What follows belongs to an exercise in optimizing a design on an open flow for small area, a short achievable clock period and few clock cycles; a production flow would make more cautious choices.
In this exercise RTL edits were held to simulation tests only and were not proved equivalent to the original.

`design/flow/config.mk`:
```
export PLATFORM = sky130hd
export DESIGN_NAME = Iterative
export DESIGN_NICKNAME = Iterative
export VERILOG_FILES = /design/flow/design.v
export SDC_FILE = /design/flow/constraint.sdc
export NUM_CORES = 4
export LEC_CHECK = 0
export CAP_MARGIN = 20
export CORE_MARGIN = 2
export CORE_UTILIZATION = 40
export SLEW_MARGIN = 20
```
`design/flow/constraint.sdc`:
```
create_clock -name core_clock -period 9.0 [get_ports {Clk}]
set_input_delay 1.8000 -clock core_clock [delete_from_list [all_inputs] [get_ports {Clk}]]
set_output_delay 1.8000 -clock core_clock [all_outputs]
set_load 0.01 [all_outputs]
```
`design/flow/run.sh`:
```
#!/bin/bash
# synth_recipe.tcl (not shown) runs the flow's synth.tcl, then flattens the netlist and writes it again
# the make line also repeats each setting of config.mk as NAME=value (left out here)
make -C /OpenROAD-flow-scripts/flow DESIGN_CONFIG=/design/flow/config.mk WORK_HOME=/design/flow/orfs CLKGATE_MAP_FILE= SYNTH_SCRIPT=/design/flow/synth_recipe.tcl finish
```
`design/flow/design.v`:
```
module Iterative(
MatrixResult,
MatrixA,
MatrixB,
Clk,
Start,
Finished
);
output [224:0]MatrixResult;  
output Finished;
input [149:0]MatrixA;  
input [89:0]MatrixB;  
input Clk;
input Start;
reg [224:0]MatrixResult;
reg [14:0] A [4:0][1:0];
reg [14:0] B [1:0][2:0];
reg [14:0] Result [4:0][2:0];
reg [2:0] row;
reg [1:0] col;
assign Finished = (row == 5);
always @(posedge Clk)
begin
if(Start)
begin
row = 0;
col = 0;
{A[0][0], A[0][1], A[1][0], A[1][1], A[2][0], A[2][1], A[3][0], A[3][1], A[4][0], A[4][1]} = MatrixA;
{B[0][0], B[0][1], B[0][2], B[1][0], B[1][1], B[1][2]} = MatrixB;
{Result[0][0], Result[0][1], Result[0][2], Result[1][0], Result[1][1], Result[1][2], Result[2][0], Result[2][1], Result[2][2], Result[3][0], Result[3][1], Result[3][2], Result[4][0], Result[4][1], Result[4][2]} = 225'b0;
end
else if(!Finished)
begin
Result[row][col] = A[row][0] * B[0][col] + A[row][1] * B[1][col];
if (row == 4 && col == 2)
begin
MatrixResult = {Result[0][0], Result[0][1], Result[0][2], Result[1][0], Result[1][1], Result[1][2], Result[2][0], Result[2][1], Result[2][2], Result[3][0], Result[3][1], Result[3][2], Result[4][0], Result[4][1], Result[4][2]};
row = 5;  
end
else if (col == 2)
begin
row = row + 1;
col = 0;
end
else
begin
col = col + 1;
end
end
end
endmodule
```
==> results of run 1 <==
## synthesized netlist by cell type, types with 10 or more instances
cell and count:
nand2_1 617, edfxtp_1 465, nor2_1 309, dfxtp_1 230, inv_1 215, fa_1 160
clkbuf_1 151, o21ai_0 138, a21oi_1 137, ha_1 98, nor3_1 72, a22oi_1 58
xnor2_1 48, mux2_2 44, buf_2 29, nand3_1 29, nand2b_1 27, or2_2 23
o21ai_1 21, a222oi_1 19, a311oi_1 16, and2_1 16, o31ai_1 16, a221oi_1 15
and3_1 15, a211oi_1 13, xor2_1 13, a22o_1 12, o32ai_1 10
## critical path: cells and delay by family, from the launching register on
family	cells	cell delay [ps]
XOR/XNOR	8	1820
AO/OA/AOI/OAI	2	830
AND/OR/NAND/NOR	2	750
buffers and inverters	5	630
adder cells (fa/ha/maj)	9	4100
flip-flops	1	440
## flip-flops by register name, indices dropped and copies added (netlist names)
register      flops
MatrixResult    225
col               2
B                90
Result          225
A               150
row               3
## final cells by class
type | count | area, µm² | share of cell area
Antenna cell | 2 | 5.005 | 0.0001163
Multi-Input combinational cell | 2060 | 14180 | 0.3295
Sequential cell | 695 | 18570 | 0.4314
Clock inverter | 30 | 329.1 | 0.007644
Tap cell | 1144 | 1431 | 0.03325
Clock buffer | 106 | 2125 | 0.04935
Inverter | 217 | 819.5 | 0.01904
Timing Repair Buffer | 567 | 5585 | 0.1297
## worst paths after layout
path	end	cells after the start
max	Result[13][14]	26
min	Result[13][5]	2
max reg2reg	Result[13][14]	26
min reg2reg	Result[13][5]	2
## per-layer routing
layer,global-route usage,routed length (µm),up-vias
li1,-,-,11810
met1,0.3170,44210,12230
met2,0.3826,49450,908
met3,0.03661,6720,152
met4,0.06898,2768,0
met5,0,0,-
## through the flow
stage | hold WS (ps) | instance area (µm²) | instances | utilization
final | 449.7 | 43050 | 4821 | 0.5064
after global routing | 462.5 | 43050 | 4821 | 0.5064
after CTS | 451.6 | 42990 | 4818 | 0.5056
after detailed placement | 443.2 | 40530 | 4682 | 0.4768
after global placement | 436.8 | 40530 | 4682 | 0.4768
after floorplan | 432.1 | 34240 | 3164 | -
## cell families after synthesis
logic type,after synthesis,synth area share
buf+inv,409,0.04689
mux,49,0.01605
compound gates,557,0.1108
simple gates,1130,0.1355
fa+ha+maj,258,0.1294
flops,695,0.5424
xor+xnor,66,0.01897
==> results_dict.tcl, run 1 <==
set metrics [dict create \
    maxCapViolCount 0 \
    postCtsSetupRepairBufs 0 \
    root_buffer "clkbuf_16" \
    initial_core_util 0.4027 \
    crit_required_ps 9540 \
    drtAntennaViolNets 0 \
    dr.pass1.iters 6 \
    cts_resized 0 \
    crit_type "reg -> reg" \
    yosysTopAreaCell "edfxtp_1" \
    io_buffers 467 \
    via_per_inst 5.205 \
    start_kind "flip-flop" \
    vias 25090 \
    synth.top_cells.by_area "edfxtp_1, dfxtp_1, fa_1, nand2_1, ha_1" \
    r2r_start "col[1]" \
    die_w_um 296.5 \
    antenna_found_initial 3 \
    drive_gt1_frac 0.09034 \
    place_ws_ps 252.1 \
    avgSynthCellArea_um2 10.82 \
    gp_congestion 0.9149 \
    slowest_delay_ps 590 \
    syn_area_um2 34230 \
    cts_hold_buffers 0 \
    die_y_um 296.5 \
    fill_cells 7635 \
    r2r_setup_slack_ps 350 \
    drv_slew 0 \
    worstPathMaxFanout 35 \
    final.setup.tns_ps 0 \
    pin_count 468 \
    synthCells 3164 \
    setup_viol 0 \
    grt_pass1_wl_um 153400 \
    rsz0062_at_grt "false" \
    setup_ws_ps 347.8 \
    status "complete, no violations" \
    fin_skew_ps 41.07 \
    cts_buffer_depth 3 \
    first_iter_violations 2128 \
    async_flop_share 0 \
    synth_edf_count 465 \
    min_from "Result[13][5]" \
    ys.flop_type "edfxtp_1" \
    cts.sinks 695 \
    die_area_um2 87940 \
    htreeDepth 3 \
    finalCritPeriodShare 0.9614 \
    maxClockFrequency_mhz 115.6 \
    synth_seq_area_share 0.5424 \
    synth.distinct_cells 72 \
    mostFrequentLayoutCell "nand2_1" \
    finalHoldViolations 0 \
    critPathLaunch "col[1]" \
    hpwl_um 73850 \
    crit_top_cell "fa_1" \
    cp-end-kind "flip-flop" \
    min_period_ps 8652 \
    ys_seq_elements 695 \
    grt_max_degree 164 \
    relSlewSlack 0.2722 \
    path_clk_slew_ps 60 \
    syn_nets 3664 \
    track_usage 0.2324 \
    tightest_slew_ps 1091 \
    core_area_um2 85010 \
    numCtsBuffers 75 \
    ys_warn_count 4 \
    crit_arrival_ps 9190 \
    grt_remaining_overflow 0 \
    cpMaxStageDelayCell "o22ai_2" \
    final_net_count 4116 \
    drcViolationCount 0 \
    final_cell_mix "nand2_1, clkdlybuf4s50_1, edfxtp_1" \
    grt_pass1_vias 24690 \
    rows 107 \
    synth_top_area_frac 0.4079 \
    insertion_delay_ps 640 \
    wire_per_inst_um 21.40 \
    synthToLayoutAreaGrowth_pct 25.75 \
    min_path_type "reg -> reg" \
    wl_um 103100 \
    cts_tree "built" \
]
Testbench counts, summed over its fixed seeds: cycles 25,600.
==> run 2: changes to the inputs <==
==> design/flow/design.v (replaced) <==
module Iterative(
MatrixResult,
MatrixA,
MatrixB,
Clk,
Start,
Finished
);
output [224:0]MatrixResult;  
output Finished;
input [149:0]MatrixA;  
input [89:0]MatrixB;  
input Clk;
input Start;
reg [224:0] MatrixResult;
reg Finished;
wire [224:0] prod;
genvar i, j;
generate
for (i = 0; i < 5; i = i + 1) begin : g_row
  for (j = 0; j < 3; j = j + 1) begin : g_col
    wire [14:0] a0 = MatrixA[149-30*i -: 15];
    wire [14:0] a1 = MatrixA[134-30*i -: 15];
    wire [14:0] b0 = MatrixB[89-15*j -: 15];
    wire [14:0] b1 = MatrixB[44-15*j -: 15];
    assign prod[224-45*i-15*j -: 15] = a0 * b0 + a1 * b1;
  end
end
endgenerate
always @(posedge Clk)
begin
  if (Start)
  begin
    MatrixResult <= prod;
    Finished <= 1'b1;
  end
end
endmodule
==> run 2 against run 1 <==
Net effect:
- synthesized cell count grew to 4.0 times the previous value
- still clean
- critical path type is now in -> reg
- flip-flop and latch count shrank 470
- critical endpoint is now MatrixResult[104]
- critical path depth down 5
- core utilization is 6.2 points lower
- synthesized area grew to 3.3 times the previous value
- global-route usage is 3.6 points higher
- sequential share of layout area down 38 points
==> results_dict.tcl, run 2 <==
set metrics [dict create \
    synthToLayoutAreaGrowth_pct 10.55 \
    wl_um 374200 \
    vias 83320 \
    slowest_delay_ps 900 \
    worstPathMaxFanout 25 \
    cts_hold_buffers 0 \
    final_cell_mix "inv_1, fa_1, nand2_1" \
    first_iter_violations 6197 \
    post-route-util 0.4447 \
    place_area_um2 122900 \
    drive_gt1_frac 0.04622 \
    dr.pass1.iters 5 \
    maxClockFrequency_mhz 120.9 \
    synth_seq_area_share 0.06007 \
    ys.flop_type "edfxtp_1" \
    cts_tree "built" \
    drtAntennaViolNets 0 \
    largest-register "MatrixResult" \
    syn_nets 16340 \
    via_per_inst 5.024 \
    avgSynthCellArea_um2 8.968 \
    synthCells 12540 \
    async_flop_share 0 \
    setup_viol 0 \
    postCtsSetupRepairBufs 0 \
    maxCapViolCount 0 \
    pin_count 468 \
    htreeDepth 2 \
    die_y_um 534.3 \
    root_buffer "clkbuf_16" \
    rows 194 \
    synth.top_cells.by_area "fa_1, ha_1, and2_1, inv_1, nand2_1" \
    post-route-cell-area_um2 124300 \
    synth_top_area_frac 0.4218 \
    grt_pass1_vias 88660 \
    cp-end-kind "flip-flop" \
    min_path_type "in -> reg" \
    synth_common_cells "inv_1, fa_1, nand2_1" \
    grt_pass1_wl_um 571800 \
    crit_type "in -> reg" \
    path_clk_slew_ps 60 \
    tightest_slew_ps 1325 \
    ys_warn_count 1 \
    die_w_um 534.3 \
    cp_cell_sequence "buf_2, nand2_1, fa_1, inv_1, fa_1, inv_1, fa_1, fa_1, fa_1, fa_1, inv_1, fa_1, inv_1, fa_1, xnor2_1, xnor2_1, xnor2_1, xnor2_1, xnor2_1, xnor3_1, xnor2_1" \
    core_area_um2 279600 \
    finalHoldViolations 0 \
    yosysTopAreaCell "fa_1" \
    rsz0062_at_grt "false" \
    drv_slew 0 \
    synth_most_common_cell "inv_1" \
    gp_congestion 0.9432 \
    cts.sinks 225 \
    die_area_um2 285400 \
    numCtsBuffers 38 \
    whs_ps 1600 \
    finalCritPeriodShare 0.9188 \
    largest_reg_flops 225 \
    track_usage 0.2689 \
    hpwl_um 287900 \
    syn_area_um2 112500 \
    wire_per_inst_um 22.56 \
    synth.distinct_cells 41 \
    status "complete, no violations" \
    cts_resized 0 \
    cts_buffer_depth 3 \
    cpMaxStageDelayCell "buf_2" \
    synth_edf_count 225 \
    grt_remaining_overflow 0 \
    crit_top_cell "fa_1" \
    antenna_found_initial 85 \
    final_net_count 16580 \
    io_buffers 466 \
    ys_seq_elements 225 \
    mostFrequentLayoutCell "inv_1" \
    final.setup.tns_ps 0 \
    min_period_ps 8270 \
    grt_max_degree 89 \
    start_kind "primary input" \
    crit_arrival_ps 8690 \
    drcViolationCount 0 \
    initial_core_util 0.4022 \
    crit_required_ps 9420 \
    relSlewSlack 0.1164 \
]
-- run 2: logic make-up after synthesis --
kind of cell	Yosys count	synth area share
other cells	1	0.00003334
flops	225	0.06007
buf+inv	3593	0.1214
xor+xnor	917	0.07338
compound gates	344	0.01921
simple gates	3907	0.1723
fa+ha+maj	3555	0.5537
-- run 2: worst paths after layout --
kind,start,end,slack (ps),cells after the start
setup / recovery,MatrixB[4],MatrixResult[104],730,21
hold / removal,Start,MatrixResult[183],1600,1
-- run 2: layout make-up --
cell class / count / area (µm²)
Antenna cell: 53 / 132.6
Clock buffer: 42 / 965.9
Clock inverter: 28 / 294.0
Fill cell: 27650 / 155300
Inverter: 2889 / 10840
Multi-Input combinational cell: 8724 / 92070
Sequential cell: 225 / 6756
Tap cell: 3724 / 4659
Timing Repair Buffer: 901 / 8618
-- run 2: critical path: cells and delay by family --
| family | cells | cell delay (ps) |
|---|---|---|
| AND/OR/NAND/NOR | 1 | 180 |
| buffers and inverters | 5 | 1110 |
| XOR/XNOR | 7 | 1600 |
| adder cells (fa/ha/maj) | 8 | 3920 |
-- run 2: metrics by stage --
step                      instances  worst slack (ps)
final                         16590             730.4
after global routing          16570             577.5
after CTS                     16530             883.2
after detailed placement      16460             156.8
after global placement        16460             227.2
after floorplan               12540              1049
-- run 2: metal layers --
layer,part of all wire,up-vias,routed length (µm),global-route usage
met3,0.080,863,30070,0.04603
met1,0.41,42320,151800,0.3530
met2,0.45,3435,168200,0.4238
met4,0.064,28,23920,0.1443
met5,0.00048,-,179,0.001332
li1,-,36670,-,-
Testbench counts of run 2, summed over its fixed seeds: cycles 1,600.

==> static timing again, ports no longer ideal <==
How much do the figures lean on ideal ports? The routed layouts below were timed once more, with nothing changed but the port constraints. Step 1 (the two cells are an assumption about what drives the block):
set clk [get_ports {Clk}]
set_driving_cell -lib_cell sky130_fd_sc_hd__clkbuf_16 $clk
set_driving_cell -lib_cell sky130_fd_sc_hd__buf_2 [delete_from_list [all_inputs] $clk]
Step 2 moves the port delays by t, midway between the first and last clock arrival at a register: inputs arrive t later, outputs are due t later. That takes back most of the time a late clock gives input paths. Three values: ideal, step 1, step 2; two values: the first two.
| run | shift t [ns] | setup slack, ns | hold WS [ns] |
|---|---|---|---|
| run 1 | 0.688 | 0.348 / 0.348 / 0.348 | 0.450 / 0.450 / 0.450 |
| run 2 | 0.782 | 0.730 / 0.732 / -0.050 | 1.600 / 1.545 / 2.327 |
With both steps, setup timing fails in run 2, where it was met with ideal ports. For run 2, which loses most, drivers alone change the setup slack by +0.002 ns; drivers and shift together by -0.780 ns.
